What follows belongs to an exercise in optimizing a design on an open flow for small area; a production flow would make more cautious choices.
The RTL was checked by simulation tests, not by an equivalence proof against the original design.
No driver is modelled on the clock port, so clocking that relies on it looks cheaper here than on a real chip.

==> flow/design.v (outline; a module is shown in full before it is edited, if it fits) <==
// module cordic_pipeline_rtl: 451 lines
module cordic_pipeline_rtl( clock, reset, ce, angle_in, sin_out, cos_out, valid_out );
  // ...
==> flow/flow/run.sh <==
#!/bin/bash
# Own layout flow: the standard flow (standard.sh) with three changes:
#  1. the port buffers use the smallest buffer cell (buf_1);
#  2. after the standard synthesis, the combinational cells other than full adders are
#     mapped again by Yosys/ABC for area, with a few ABC scripts; registers and their
#     names are untouched;
#  3. full adders are flipped in polarity (FA(~a,~b,~c) = ~FA(a,b,c)) where that
#     lowers the number of inverters (FIXINV_STRICT=0: some may move).
# Every rewritten netlist is checked against the standard synthesis's netlist by
# bit-parallel random simulation of every register input and every output port; the
# smallest checked netlist whose worst slack (ideal clock, no wires) is at least 0.1 ns
# (a margin for wires) is laid out; if none qualifies, the standard netlist is used.
set -uo pipefail
export PYTHONHASHSEED=0
export FIXINV_STRICT=0
export BUFFER_PORTS_ARGS="-buffer_cell sky130_fd_sc_hd__buf_1"
# the layout runs on one thread so that it is reproducible
sed 's/^make -C \(.*\) "\${@:-finish}"$/make -C \1 NUM_CORES=1 "${@:-finish}"/' standard.sh > standard1.sh
grep -q "NUM_CORES=1" standard1.sh || cp standard.sh standard1.sh
RES="$PWD/orfs/results/sky130hd/cordic_pipeline_rtl/base"
bash standard.sh "$RES/1_2_yosys.v" > standard_synth.log 2>&1 || exit 1
cp "$RES/1_2_yosys.v" "$PWD/netlist_standard.v"
BEST="$PWD/netlist_standard.v"; BESTAREA=""
for S in default flow/abc_*.abc; do
  N=$(basename "$S" .abc)
  ARG=""; [ "$S" != default ] && ARG="-script $PWD/$S"
  mkdir -p "remap_$N"
  if python3 flow/remap.py "$PWD/netlist_standard.v" "$PWD/remap_$N/remap.v" "$PWD/remap_$N" "$ARG" > "remap_$N/remap.log" 2>&1 \
     && python3 flow/fixinv.py "$PWD/remap_$N/remap.v" "$PWD/remap_$N/fixinv.v" > "remap_$N/fixinv.log" 2>&1 \
     && python3 flow/simcheck.py "$PWD/netlist_standard.v" "$PWD/remap_$N/fixinv.v" > "remap_$N/simcheck.log" 2>&1; then
    NETLIST="$PWD/remap_$N/fixinv.v" openroad -no_init -exit flow/sta.tcl > "remap_$N/sta.log" 2>&1
    WNS=$(grep -oE "^WNS \S+" "remap_$N/sta.log" | awk '{print $2}')
    AREA=$(python3 flow/area.py "$PWD/remap_$N/fixinv.v")
    echo "$N area $AREA wns $WNS" >> choose.log
    if [ -n "$WNS" ] && python3 -c "import sys; sys.exit(0 if float('$WNS') >= 0.1 and ('$BESTAREA'=='' or float('$AREA') < float('$BESTAREA')) else 1)"; then
      BEST="$PWD/remap_$N/fixinv.v"; BESTAREA=$AREA
    fi
  else
    echo "$N failed" >> choose.log
  fi
done
echo "chosen: $BEST" >> choose.log
cp "$BEST" "$RES/1_2_yosys.v"
bash standard1.sh > standard_layout.log 2>&1
==> flow/flow/abc_s3.abc <==
strash
&get -n
&fraig -x
&put
scorr
dc2
dretime
strash
&get -n
&dch -f
&nf -R 1000
&put
==> flow/flow/abc_s5.abc <==
strash
dc2
dch -f
amap
==> flow/flow/abc_s6.abc <==
strash
&get -n
&fraig -x
&put
scorr
dc2
dretime
strash
dch -f
map -a
==> flow/flow/abc_s8.abc <==
strash
&get -n
&fraig -x
&put
scorr
dc2
dretime
strash
dch -f
map -a
strash
dch -f
map -a
==> flow/flow/abc_s9.abc <==
strash
&get -n
&fraig -x
&put
scorr
dc2
dretime
strash
&get -n
&dch -f
&nf -R 1000
&put
strash
dch -f
map -a
==> flow/flow/area.py <==
#!/usr/bin/env python3
"""Total liberty cell area of a flat netlist. Usage: area.py netlist.v"""
import os, re, sys
lib = os.environ.get("FLOW_HOME", "/OpenROAD-flow-scripts/flow") + "/platforms/sky130hd/lib/sky130_fd_sc_hd__tt_025C_1v80.lib"
L = open(lib).read()
area = {m.group(1): float(m.group(2)) for m in re.finditer(r'\n    cell \("(\w+)"\) \{\s*\n(?:.*?\n)*?\s*area : ([\d.]+)', L)}
t = open(sys.argv[1]).read()
print("%.2f" % sum(area[c] for c in re.findall(r'^\s*(sky130_fd_sc_hd__\w+)\s', t, re.M)))
==> flow/flow/fixinv.py <==
#!/usr/bin/env python3
"""Remove inverters around full adders in a flat Yosys netlist of sky130 cells.

A full adder is self-dual: FA(~a,~b,~c) = (~sum, ~cout). Each fa cell may be "flipped":
it is fed the complements of its inputs and its outputs then carry the complements of the
original signals. Nets joined by inverters form classes; a class needs one inverter when
some consumer wants the polarity its driver does not give. A greedy search over flips of
single adders and of connected adder groups lowers the inverter count; the netlist is then
rewritten. Usage: fixinv.py in.v out.v
"""
import os, re, sys, collections

INV_RE = re.compile(r"sky130_fd_sc_hd__(inv|clkinv)_\d+$")
FA_RE = re.compile(r"sky130_fd_sc_hd__fa_\d+$")
OUTPINS = {"X", "Y", "Q", "Q_N", "SUM", "COUT", "HI", "LO"}

def main(src, dst):
    text = open(src).read()
    m = re.search(r"^(.*?\bmodule\b.*?\);\n)(.*)(endmodule.*)$", text, re.S)
    head, body, tail = m.group(1), m.group(2), m.group(3)
    stmts = re.split(r"(?<=;)", body)
    cells = []
    for i, s in enumerate(stmts):
        mm = re.match(r"\s*(sky130_fd_sc_hd__\w+)\s+(\S+)\s*\((.*)\)\s*;\s*$", s, re.S)
        if mm:
            pins = collections.OrderedDict((p, n.strip()) for p, n in re.findall(r"\.(\w+)\(([^()]*)\)", mm.group(3)))
            cells.append({"i": i, "type": mm.group(1), "name": mm.group(2), "pins": pins})
    # nets used outside cells (assigns) or declared as ports keep their exact polarity
    pinned = set()
    for s in stmts:
        if re.match(r"\s*sky130_fd_sc_hd__", s): continue
        if re.match(r"\s*(wire|reg)\b", s): continue
        for n in re.findall(r"(\\\S+|[A-Za-z_][\w$]*)(\s*\[\d+(?::\d+)?\])?", s):
            pinned.add(n[0]); pinned.add((n[0] + n[1].replace(" ", "")) if n[1] else n[0])
    def base(n):
        return re.sub(r"\s*\[.*$", "", n)
    drv = {}
    loads = collections.defaultdict(list)
    for c in cells:
        for p, n in c["pins"].items():
            if p in OUTPINS: drv[n] = (c, p)
            else: loads[n].append((c, p))
    isinv = lambda c: bool(INV_RE.match(c["type"]))
    isfa = lambda c: bool(FA_RE.match(c["type"]))
    # classes: follow inverters back to the root
    pol = {}; root = {}
    def find(n):
        if n in root: return root[n], pol[n]
        d = drv.get(n)
        if d and isinv(d[0]):
            r, p = find(d[0]["pins"]["A"])
            root[n], pol[n] = r, p ^ 1
        else:
            root[n], pol[n] = n, 0
        return root[n], pol[n]
    allnets = set(drv) | set(loads)
    for n in allnets: find(n)
    members = collections.defaultdict(list)
    for n in allnets: members[root[n]].append(n)
    fas = [c for c in cells if isfa(c)]
    faid = {c["name"]: k for k, c in enumerate(fas)}
    flip = [0] * len(fas)
    # a class is frozen if any member net is pinned (port/assign) or it is a constant
    def frozen(r):
        return any(n in pinned or base(n) in pinned or "'" in n for n in members[r])
    # consumers of each class: list of (cell, pin, polarity wanted relative to root)
    cons = collections.defaultdict(list)
    for n in allnets:
        for (c, p) in loads.get(n, []):
            if isinv(c): continue
            cons[root[n]].append((c, p, pol[n]))
    def drvflip(r):
        d = drv.get(r)
        if d and isfa(d[0]): return flip[faid[d[0]["name"]]]
        return 0
    def keepall(r):
        return frozen(r) or drv.get(r) is None
    def cost(r):
        f0 = drvflip(r)
        need = set()
        for (c, p, q) in cons[r]:
            need.add(q ^ (flip[faid[c["name"]]] if isfa(c) else 0))
        if keepall(r):
            # all original inverters stay; count only missing polarities
            have = {pol[n] for n in members[r]}
            return 100 * f0 + len(need - have)
        return 1 if (need - {f0}) else 0
    # classes touched by each fa
    touch = collections.defaultdict(set)
    for k, c in enumerate(fas):
        for p, n in c["pins"].items():
            if n in root: touch[k].add(root[n])
    classes = list(members)
    orig = sum(1 for c in cells if isinv(c))
    total = sum(cost(r) for r in classes)
    pass
    # groups: fas joined by direct (inverter-free or not) connections between fa pins
    adj = collections.defaultdict(set)
    for r in classes:
        ks = set()
        d = drv.get(r)
        if d and isfa(d[0]): ks.add(faid[d[0]["name"]])
        for (c, p, q) in cons[r]:
            if isfa(c): ks.add(faid[c["name"]])
        for a in ks:
            adj[a] |= ks - {a}
    base_cost = {r: cost(r) for r in classes}
    strict = os.environ.get("FIXINV_STRICT", "1") == "1"
    def try_flip(group):
        cls = set()
        for k in group: cls |= touch[k]
        before = sum(cost(r) for r in cls)
        for k in group: flip[k] ^= 1
        costs = {r: cost(r) for r in cls}
        after = sum(costs.values())
        # strict: never add an inverter where the standard netlist had none
        if after < before and not (strict and any(costs[r] > base_cost[r] for r in cls)):
            return before - after
        for k in group: flip[k] ^= 1
        return 0
    improved = True
    while improved:
        improved = False
        for k in range(len(fas)):
            if try_flip([k]): improved = True
        for k in range(len(fas)):
            for j in adj[k]:
                if j > k and try_flip([k, j]): improved = True
        # chains along carries
        for k in range(len(fas)):
            grp = [k]; cur = k
            for _ in range(12):
                nxt = [j for j in adj[cur] if j not in grp]
                if not nxt: break
                cur = nxt[0]; grp.append(cur)
                if try_flip(list(grp)): improved = True
    total = sum(cost(r) for r in classes)
    pass
    # rewrite: per class, nets for polarity 0/1
    newwires = []
    cnt = [0]
    tag = 0
    while ("fixinv%d_" % tag) in text: tag += 1
    def newnet():
        cnt[0] += 1
        nm = "_fixinv%d_%d_" % (tag, cnt[0])
        newwires.append(nm)
        return nm
    drop = set(c["name"] for c in cells if isinv(c))
    addcells = []
    for r in classes:
        polnet = {}
        for n in members[r]:
            polnet.setdefault(pol[n], n)
        f0 = drvflip(r)
        need = set()
        for (c, p, q) in cons[r]:
            need.add(q ^ (flip[faid[c["name"]]] if isfa(c) else 0))
        if frozen(r): need |= {pol[n] for n in members[r]}
        d = drv.get(r)
        if keepall(r):
            # undriven (port, constant, assign) or pinned class: keep its inverters and nets;
            # only flipped adders reading it are moved to the complement
            assert f0 == 0
            for n in members[r]:
                dd = drv.get(n)
                if dd and isinv(dd[0]): drop.discard(dd[0]["name"])
            for (c, p, q) in cons[r]:
                if isfa(c) and flip[faid[c["name"]]]:
                    want = q ^ 1
                    if want not in polnet:
                        polnet[want] = newnet()
                        addcells.append(("sky130_fd_sc_hd__inv_1", polnet[1 ^ want], polnet[want]))
                    c["pins"][p] = polnet[want]
            continue
        net = {}
        net[f0] = polnet.get(f0) or newnet()
        d[0]["pins"][d[1]] = net[f0]
        if (1 ^ f0) in need:
            net[1 ^ f0] = polnet.get(1 ^ f0) or newnet()
            addcells.append(("sky130_fd_sc_hd__inv_1", net[f0], net[1 ^ f0]))
        for (c, p, q) in cons[r]:
            want = q ^ (flip[faid[c["name"]]] if isfa(c) else 0)
            c["pins"][p] = net[want]
    out = []
    for i, s in enumerate(stmts):
        out.append(s)
    for c in cells:
        if c["name"] in drop:
            out[c["i"]] = ""
            continue
        conn = ",".join("\n    .%s(%s%s)" % (p, n, " " if n.startswith("\\") else "") for p, n in c["pins"].items())
        out[c["i"]] = "\n  %s %s (%s\n  );" % (c["type"], c["name"], conn)
    extra = "".join("\n  wire %s;" % nm for nm in newwires)
    for k, (t, a, y) in enumerate(addcells):
        extra += "\n  %s _fixinv%d_cell_%d_ (\n    .A(%s%s),\n    .Y(%s%s)\n  );" % (t, tag, k, a, " " if a.startswith("\\") else "", y, " " if y.startswith("\\") else "")
    res = head + extra + "".join(out) + "\n" + tail
    open(dst, "w").write(res)
    ninv = len(re.findall(r"sky130_fd_sc_hd__(?:inv|clkinv)_\d+ ", res))
    print("inverters after: %d" % ninv)

if __name__ == "__main__":
    main(sys.argv[1], sys.argv[2])
==> flow/flow/remap.py <==
#!/usr/bin/env python3
"""Re-map the combinational logic of a flat sky130 netlist with Yosys/ABC for area.

Registers (every sequential cell) and full-adder cells stay as they are, with their
instance names; all other cells are read as their liberty functions, flattened and mapped
again by ABC, avoiding the platform's don't-use cells.
Usage: remap.py in.v out.v workdir  (FLOW_HOME must point at ORFS's flow/ folder)"""
import os, re, sys, subprocess
flow = os.environ.get("FLOW_HOME", "/OpenROAD-flow-scripts/flow")
lib = flow + "/platforms/sky130hd/lib/sky130_fd_sc_hd__tt_025C_1v80.lib"
src, dst, wd = sys.argv[1], sys.argv[2], sys.argv[3]
abcextra = sys.argv[4] if len(sys.argv) > 4 else ""
txt = open(lib).read()
models = []
for m in re.finditer(r'\n    cell \("(\w+)"\) \{', txt):
    name = m.group(1)
    end = txt.find('\n    cell (', m.end()); body = txt[m.end(): end if end > 0 else len(txt)]
    if re.search(r'\n        (ff|latch|statetable) ', body): continue
    if re.search(r'__fa_\d', name): continue
    pins = []; outs = {}; ok = True
    for pm in re.finditer(r'\n        pin \("(\w+)"\) \{(.*?)\n        \}', body, re.S):
        d = re.search(r'direction : "(\w+)"', pm.group(2))
        if not d: continue
        f = re.search(r'function : "([^"]*)"', pm.group(2))
        pins.append((pm.group(1), d.group(1)))
        if d.group(1) == 'output':
            if not f: ok = False; break
            outs[pm.group(1)] = f.group(1)
    if not ok or not outs: continue
    s = "module %s(%s);\n" % (name, ", ".join(p for p, _ in pins))
    for p, d in pins: s += "  %s %s;\n" % (d, p)
    for o, f in outs.items(): s += "  assign %s = %s;\n" % (o, f.replace('!', '~'))
    models.append(s + "endmodule\n")
open(wd + "/remap_models.v", "w").write("".join(models))
cfg = open(flow + "/platforms/sky130hd/config.mk").read()
du = re.search(r"export DONT_USE_CELLS \+= \\(.*?)\n#", cfg, re.S).group(1)
dont = " ".join("-dont_use " + c for c in re.findall(r"sky130_fd_sc_hd__\w+", du))
ys = """read_liberty -lib {lib}
read_verilog -overwrite {wd}/remap_models.v
read_verilog {src}
hierarchy -top cordic_pipeline_rtl
flatten
techmap
opt -purge
abc -liberty {lib} {dont} ABCEXTRA
opt_clean -purge
hilomap -singleton -hicell sky130_fd_sc_hd__conb_1 HI -locell sky130_fd_sc_hd__conb_1 LO
insbuf -buf sky130_fd_sc_hd__buf_4 A X
opt_clean -purge
check
stat -liberty {lib}
write_verilog -noattr -nohex -nodec {dst}
""".format(lib=lib, wd=wd, src=src, dst=dst, dont=dont).replace("ABCEXTRA", abcextra)
open(wd + "/remap.ys", "w").write(ys)
r = subprocess.run(["yosys", "-s", wd + "/remap.ys"], stdout=open(wd + "/remap_yosys.log", "w"), stderr=subprocess.STDOUT)
sys.exit(r.returncode)
==> flow/flow/simcheck.py <==
#!/usr/bin/env python3
"""Compare two flat sky130 netlists combinationally: flop outputs and primary inputs are
driven with the same random bit-parallel words, and every flop input and primary output
must match. Usage: simcheck.py gold.v gate.v [lib]"""
import re, sys, random, collections
LIB = "/OpenROAD-flow-scripts/flow/platforms/sky130hd/lib/sky130_fd_sc_hd__tt_025C_1v80.lib"
W = 1 << 14
MASK = (1 << W) - 1

def libfuncs(path):
    txt = open(path).read()
    funcs = {}; seq = set()
    for m in re.finditer(r'\n    cell \("(\w+)"\) \{', txt):
        name = m.group(1)
        end = txt.find('\n    cell (', m.end())
        body = txt[m.end(): end if end > 0 else len(txt)]
        if re.search(r'\n        (ff|latch|statetable) ', body): seq.add(name); continue
        outs = {}
        for pm in re.finditer(r'\n        pin \("(\w+)"\) \{(.*?)\n        \}', body, re.S):
            f = re.search(r'function : "([^"]*)"', pm.group(2))
            if f and 'direction : "output"' in pm.group(2): outs[pm.group(1)] = f.group(1)
        funcs[name] = outs
    return funcs, seq

def pyexpr(f):
    f = f.replace('!', ' ~').replace('&', ' & ').replace('|', ' | ').replace('^', ' ^ ')
    f = re.sub(r'\b([A-Z]\w*)\b', r'v["\1"]', f)
    f = f.replace('1', 'MASK') if f.strip() == '1' else f
    return f

def parse(path):
    text = open(path).read()
    cells = []
    for mm in re.finditer(r"(sky130_fd_sc_hd__\w+)\s+(\S+)\s*\((.*?)\);", text, re.S):
        pins = dict((p, n.strip()) for p, n in re.findall(r"\.(\w+)\(([^()]*)\)", mm.group(3)))
        cells.append((mm.group(1), mm.group(2), pins))
    assigns = re.findall(r"assign\s+(.*?)\s*=\s*(.*?);", text)
    ins = []
    for d in re.findall(r"input\s+(\[[^\]]*\])?\s*(\S+);", text):
        if d[0]:
            hi, lo = map(int, re.match(r"\[(\d+):(\d+)\]", d[0]).groups())
            ins += ["%s[%d]" % (d[1], i) for i in range(lo, hi + 1)]
        else: ins.append(d[1])
    outs = []
    for d in re.findall(r"output\s+(\[[^\]]*\])?\s*(\S+);", text):
        if d[0]:
            hi, lo = map(int, re.match(r"\[(\d+):(\d+)\]", d[0]).groups())
            outs += ["%s[%d]" % (d[1], i) for i in range(lo, hi + 1)]
        else: outs.append(d[1])
    return cells, assigns, ins, outs

def norm(n):
    n = n.strip()
    if n.startswith("\\"): n = n[1:]
    return n.replace(" ", "")

def simulate(path, funcs, seq, stim):
    cells, assigns, ins, outs = parse(path)
    val = {"1'h0": 0, "1'h1": MASK, "1'b0": 0, "1'b1": MASK}
    for n in ins: val[norm(n)] = stim.setdefault("in:" + norm(n), random.getrandbits(W))
    flops = {}
    for t, nm, pins in cells:
        tt = t.replace("sky130_fd_sc_hd__", "")
        if t in seq:
            q = norm(pins.get("Q", ""))
            val[q] = stim.setdefault("ff:" + nm, random.getrandbits(W))
            flops[nm] = pins
    comb = [(t, nm, pins) for t, nm, pins in cells if t not in seq]
    drv = {}
    for c in comb:
        for p, n in c[2].items():
            if p in funcs[c[0]]: drv[norm(n)] = c
    asg = {norm(a): norm(b) for a, b in assigns}
    done = set()
    sys.setrecursionlimit(100000)
    def get(n):
        n = norm(n)
        if n in val: return val[n]
        if n in asg:
            val[n] = get(asg[n]); return val[n]
        c = drv.get(n)
        if c is None: raise KeyError(n)
        t, nm, pins = c
        v = {p: get(pins[p]) for p in pins if p not in funcs[t]}
        for op, f in funcs[t].items():
            e = pyexpr(f)
            r = eval(e, {"v": v, "MASK": MASK}) & MASK
            val[norm(pins[op])] = r
        return val[n]
    res = {}
    for nm, pins in flops.items():
        for p in pins:
            if p not in ("Q", "CLK", "Q_N"): res["ff:%s.%s" % (nm, p)] = get(pins[p])
    for o in outs: res["out:" + norm(o)] = get(o)
    return res

funcs, seq = libfuncs(sys.argv[3] if len(sys.argv) > 3 else LIB)
random.seed(1)
stim = {}
a = simulate(sys.argv[1], funcs, seq, stim)
b = simulate(sys.argv[2], funcs, seq, stim)
bad = [k for k in a if a[k] != b.get(k)]
print("compared %d signals x %d vectors; mismatches: %d" % (len(a), W, len(bad)))
print(bad[:10])
sys.exit(1 if bad or set(a) != set(b) else 0)
==> flow/flow/sta.tcl <==
# worst setup slack of a netlist with ideal clocks (used to choose among re-mapped netlists)
set flow $::env(FLOW_HOME)
read_lef $flow/platforms/sky130hd/lef/sky130_fd_sc_hd.tlef
read_lef $flow/platforms/sky130hd/lef/sky130_fd_sc_hd_merged.lef
read_liberty $flow/platforms/sky130hd/lib/sky130_fd_sc_hd__tt_025C_1v80.lib
read_verilog $::env(NETLIST)
link_design $::env(FLOW_TOP)
read_sdc $::env(FLOW_SDC)
puts "WNS [sta::worst_slack -max]"
==> flow/standard.sh <==
#!/bin/bash
# synth_recipe.tcl (not shown) runs the flow's synth.tcl, then flattens the netlist and writes it again
# the make line also repeats each setting of config.mk as NAME=value (left out here)
make -C /OpenROAD-flow-scripts/flow DESIGN_CONFIG=/design/flow/config.mk WORK_HOME=/design/flow/orfs CLKGATE_MAP_FILE= SYNTH_SCRIPT=/design/flow/synth_recipe.tcl "${@:-finish}"
==> flow/config.mk <==
export PLATFORM = sky130hd
export DESIGN_NAME = cordic_pipeline_rtl
export DESIGN_NICKNAME = cordic_pipeline_rtl
export VERILOG_FILES = /design/flow/design.v
export SDC_FILE = /design/flow/constraint.sdc
export NUM_CORES = 4
export LEC_CHECK = 0
export CAP_MARGIN = 0
export CORE_MARGIN = 2
export CORE_UTILIZATION = 70
export CTS_CLUSTER_DIAMETER = 100
export CTS_CLUSTER_SIZE = 30
export GPL_TIMING_DRIVEN = 1
export PLACE_DENSITY = 0.75
export SETUP_SLACK_MARGIN = 0.0
export SLEW_MARGIN = 0
==> flow/constraint.sdc <==
create_clock -name core_clock -period 4.5 [get_ports {clock}]
set_input_delay 0.9000 -clock core_clock [delete_from_list [all_inputs] [get_ports {clock}]]
set_output_delay 0.9000 -clock core_clock [all_outputs]
set_load 0.01 [all_outputs]
==> summary.txt, run 1 <==
Global routing
  • Vias in the first global route: 8,904
  • Global routing's busiest layer: met2
  • GR Util met1: a little over a quarter
  • Met2 Usage GRT: a little over two fifths
  • Initial antenna violation count: 2

Setup path
  • Worst EP arrival: 4.63 ns
  • Crit path from: l14_x[4]
  • Critical path's largest stage delay: 0.56 ns
  • Worst Path Buf+Inv: 2
  • Worst r2r path cells: 13
  • Top Family by Delay on Critical Path: adder cells

Clock tree
  • Number of clock sinks: roughly 260
  • CTS tree: done

STA
  • Minimum clock period: approximately 4.4 ns
  • Fin. Hold Viols: 0
  • Max frequency: roughly 230 MHz
  • Fin crit share: 97.7%
  • Clock Skews: between 0.015 and 0.02 ns

Route
  • DR pass1 iterations: 5
  • Vias: about 9,000
  • WL met3: just under 700 um
  • Iteration-0 DRC Markers: a little over 500

Place
  • Dpl hpwl: roughly 18 mm
  • DP Worst Slack: -0.0856 ns

Die
  • CORE AREA: about 21,000 um2
  • Initial Utilization: a little under three quarters

Synth
  • Syn_area_per_cell: 12.5 um2

Min path
  • Hold WC Path Type: flip-flop to flip-flop
  • Hold Path Depth: 0

Final layout
  • Sequential cell area share: between 40% and 50%

Run status
  • Status: complete, no violations
==> run 2: changes to the inputs <==
--- a/flow/flow/run.sh
+++ b/flow/flow/run.sh
@@ -7,14 +7,9 @@
 #  3. full adders are flipped in polarity (FA(~a,~b,~c) = ~FA(a,b,c)) where that
-#     lowers the number of inverters (FIXINV_STRICT=0: some may move).
+#     removes inverters without adding any.
 # Every rewritten netlist is checked against the standard synthesis's netlist by
 # bit-parallel random simulation of every register input and every output port; the
-# smallest checked netlist whose worst slack (ideal clock, no wires) is at least 0.1 ns
-# (a margin for wires) is laid out; if none qualifies, the standard netlist is used.
+# smallest checked netlist whose worst slack (ideal clock, no wires) is at least
+# -0.05 ns is laid out; if none qualifies, the standard netlist is used.
 set -uo pipefail
-export PYTHONHASHSEED=0
-export FIXINV_STRICT=0
 export BUFFER_PORTS_ARGS="-buffer_cell sky130_fd_sc_hd__buf_1"
-# the layout runs on one thread so that it is reproducible
-sed 's/^make -C \(.*\) "\${@:-finish}"$/make -C \1 NUM_CORES=1 "${@:-finish}"/' standard.sh > standard1.sh
-grep -q "NUM_CORES=1" standard1.sh || cp standard.sh standard1.sh
 RES="$PWD/orfs/results/sky130hd/cordic_pipeline_rtl/base"
@@ -34,3 +29,3 @@
     echo "$N area $AREA wns $WNS" >> choose.log
-    if [ -n "$WNS" ] && python3 -c "import sys; sys.exit(0 if float('$WNS') >= 0.1 and ('$BESTAREA'=='' or float('$AREA') < float('$BESTAREA')) else 1)"; then
+    if [ -n "$WNS" ] && python3 -c "import sys; sys.exit(0 if float('$WNS') >= -0.05e-9 and ('$BESTAREA'=='' or float('$AREA') < float('$BESTAREA')) else 1)"; then
       BEST="$PWD/remap_$N/fixinv.v"; BESTAREA=$AREA
@@ -43,2 +38,2 @@
 cp "$BEST" "$RES/1_2_yosys.v"
-bash standard1.sh > standard_layout.log 2>&1
+bash standard.sh > standard_layout.log 2>&1
--- a/flow/config.mk
+++ b/flow/config.mk
@@ -14,3 +14,2 @@
 export PLACE_DENSITY = 0.75
-export SETUP_SLACK_MARGIN = 0.0
 export SLEW_MARGIN = 0
==> run 2 against run 1 <==
Wire length rose by 18%; highest routed layer unchanged; largest cell class unchanged; die area fell by 1.7%; worst hold slack got worse by 0.0077 ns; core utilization rose by 0.23 points; first-iteration DRC count rose by 17%; worst setup slack got worse by 0.19 ns; now fails the layout checks on negative setup slack; flip-flop and latch count did not move; non-clock buffer count rose by 15; area after synthesis fell by 1.7%; register-to-register slack got worse by 0.19 ns.
==> summary.txt, run 2 <==
Run status
  • Status: failed layout checks
  • Layout check failures: negative setup slack

Setup path
  • Reg2Reg Launch Point: l13_y[4]
  • Setup slack, reg-to-reg: -0.09 ns
  • WP data required: 4.74 ns
  • CP Launch Type: flip-flop
  • Crit-path slowest cell: fa_1
  • Worst r2r dst: l14_x[9]
  • Worst r2r path cells: 23 (+10)
  • CP endpoint kind: flip-flop
  • Worst EP arrival: 4.83 ns (+0.20 ns)
  • Critical path's largest stage delay: 0.53 ns (-0.03 ns)
  • Critical path type: flip-flop to flip-flop
  • Critical-path cell list: buf_4, nor3_2, nand4_1, nor2_2, nand4_1, o22ai_2, a21oi_2, buf_4, fa_1, inv_1, a222oi_1, nor2_1, nor3_2, nor3_2, a21oi_2, nand2_2, nor4_4, nor2b_4, nor2_1, inv_1, o21ai_2, nor2_1, a21oi_1
  • Maximum fanout along the worst path: 4

STA
  • Fin Setup TNS: -0.205 ns
  • Slew HR: 34.0%
  • Fin. max-slew vios: 0
  • Clock Skews: 0.0147 ns (-0.00488 ns)
  • Max frequency: 218 MHz (-4.2%)
  • Fin crit share: 102% (+4.2 points)
  • Minimum clock period: 4.59 ns (+0.190 ns)
  • Worst-margin pin slew: between 0.9 and 1 ns
  • Final worst setup slack: -0.0855 ns
  • Unrepaired setup endpoints after global routing: yes
  • Fin. Hold Viols: 0 (unchanged)
  • Final setup vio count: 4
  • Hold slack: ~0.42 ns

Place
  • Number of port buffers: 39
  • Placed insts: ~1,800
  • Dpl hpwl: 20.5 mm (+13%)
  • Gpl congestion: between 0.9 and 1
  • DP Worst Slack: -0.277 ns (-0.192 ns)
  • Placed Area: between 15,000 and 20,000 um2

Die
  • Die height: 149 um
  • Die width: about 150 um
  • Io pins: 40
  • Rows: 53
  • Die area: between 20,000 and 25,000 um2
  • CORE AREA: 20,900 um2 (-0.63%)
  • Initial Utilization: 70.7% (-0.80 points)

Flow run
  • Max cap viols: 0

Global routing
  • Initial antenna violation count: 0 (-2)
  • Largest net degree at the start of global routing: between 150 and 200
  • First-pass GRT wire length: about 46 mm
  • Gr usage total: between 20 and 30%
  • Vias in the first global route: 10,292 (+16%)
  • Grt ovf: 0

Clock tree
  • Worst-skew pair later-pin latency: around 0.48 ns
  • Hold_buf cts: 0
  • Htree depth: 1
  • CTS tree: done
  • Clock Path Buffers: 3
  • Clock root cell: clkbuf_16
  • Clk slew on worst S/H paths: around 0.12 ns
  • Number of clock sinks: 264 (unchanged)
  • Num CTS Buffers: 12

Final layout
  • Final cell count without fillers: 1,865
  • Fin nets: 1,692
  • Number of antenna diodes: 0
  • Final Cell Area: around 17,000 um2
  • Layout fillers: 1,301
  • Max reg flops: 14
  • Biggest register: l1_e
  • Final core occ: ~80%
  • Most frequent cells in the layout: 260 x edfxtp_1, 220 x inv_1, 216 x nor2_1, 141 x nand2_1, 100 x o21ai_0
  • Most common cell after layout, fill and taps aside: edfxtp_1
  • Area growth syn-to-layout: 12.6%
  • Seq. cell area: 7890 um2
  • Layout cells sized above 1: between 10% and 20%
  • Multi-input gate area: ~6300 um2

Synth
  • Syn_area_per_cell: 10.3 um2 (-18%)
  • Synth Net Count: 1,544
  • Synth Cell Area: around 15,000 um2
  • Synthesized netlist cell count: between 1,000 and 1,500
  • Syn. warnings: 1

Route
  • DR pass1 iterations: 5 (unchanged)
  • Vias: 10,923 (+21%)
  • Routed WL: 29.7 mm
  • Final ANT Viol Nets: 0
  • DRC viols: 0
  • Iteration-0 DRC Markers: 588 (+17%)
  • Wirelength per Cell: between 15 and 20 um
  • Vias/cell: about 5.9

Min path
  • Hold WC Path Type: flip-flop to flip-flop
  • Hold wc startpoint: l7_d[6]
  • Hold Path Depth: 0 (unchanged)
  • Hold endpoint: l8_d[6]
run 2: cell type report:
cell class              instances  area share, %
well taps                     275           2.07
clock buffers                  18           2.07
flip-flops and latches        264           47.4
inverters                     241           5.44
multi-input cells             931           37.6
repair buffers                134           5.36
clock inverters                 2         0.0527
run 2: worst max path at each step:
stage,from,slack (ns),depth (start not counted),end
global route,l13_d[9],-0.40,27,l14_x[9]
global placement,l13_d[9],-0.02,20,l14_y[11]
CTS,l13_d[9],-0.02,23,l14_y[11]
floorplan,l13_x[9],0.07,26,l14_x[9]
finish,l13_y[4],-0.09,23,l14_x[9]
detailed placement,l13_d[9],-0.28,20,l14_y[11]
run 2: what timing repair did:
| action | 4_1_cts | 5_1_grt |
|---|---|---|
| resized for setup | 19 | 73 |
| hold endpoints to repair | 0 | 0 |
| endpoints found under the setup margin | 11 | 28 |
| buffers inserted | 5 | 29 |
| pin swaps | 4 | 31 |
run 2: critical path: cells and delay by family, from the launching register on:
| kind | cells | cell delay [ns] |
|---|---|---|
| AO/OA/AOI/OAI | 6 | 1.05 |
| flip-flops | 1 | 0.47 |
| buffers and inverters | 4 | 0.51 |
| AND/OR/NAND/NOR | 12 | 1.79 |
| adder cells (fa/ha/maj) | 1 | 0.53 |
run 2: layer usage:
layer  GRT usage (%)  part of all wire, %  up-vias
met5               0                    0        -
li1                -                    -     5300
met2            48.9                   54      366
met1            30.2                   38     5168
met4            7.52                  3.1        0
met3            2.23                  4.6       89

## static timing again, ports no longer ideal
How much do the figures lean on ideal ports? The routed layouts below were timed once more, with nothing changed but the port constraints. Step 1 (the two cells are an assumption about what drives the block):
set clk [get_ports {clock}]
set_driving_cell -lib_cell sky130_fd_sc_hd__clkbuf_16 $clk
set_driving_cell -lib_cell sky130_fd_sc_hd__buf_2 [delete_from_list [all_inputs] $clk]
Step 2 times the ports against the registers' clock, not the clock port: input delays grow and output delays shrink by t, the midpoint of the rising clock arrivals with the driver on. Slacks: no drivers / after step 1 / after step 2; pairs: no drivers / after step 1.
run	t, ns	slack for setup (ns)	worst setup path after step 2	clock arrival spread, ns
run 1	0.514	0.105 / 0.105 / 0.105	register to register	0.023 / 0.024
run 2	0.516	-0.086 / -0.086 / -0.086	register to register	0.017 / 0.017
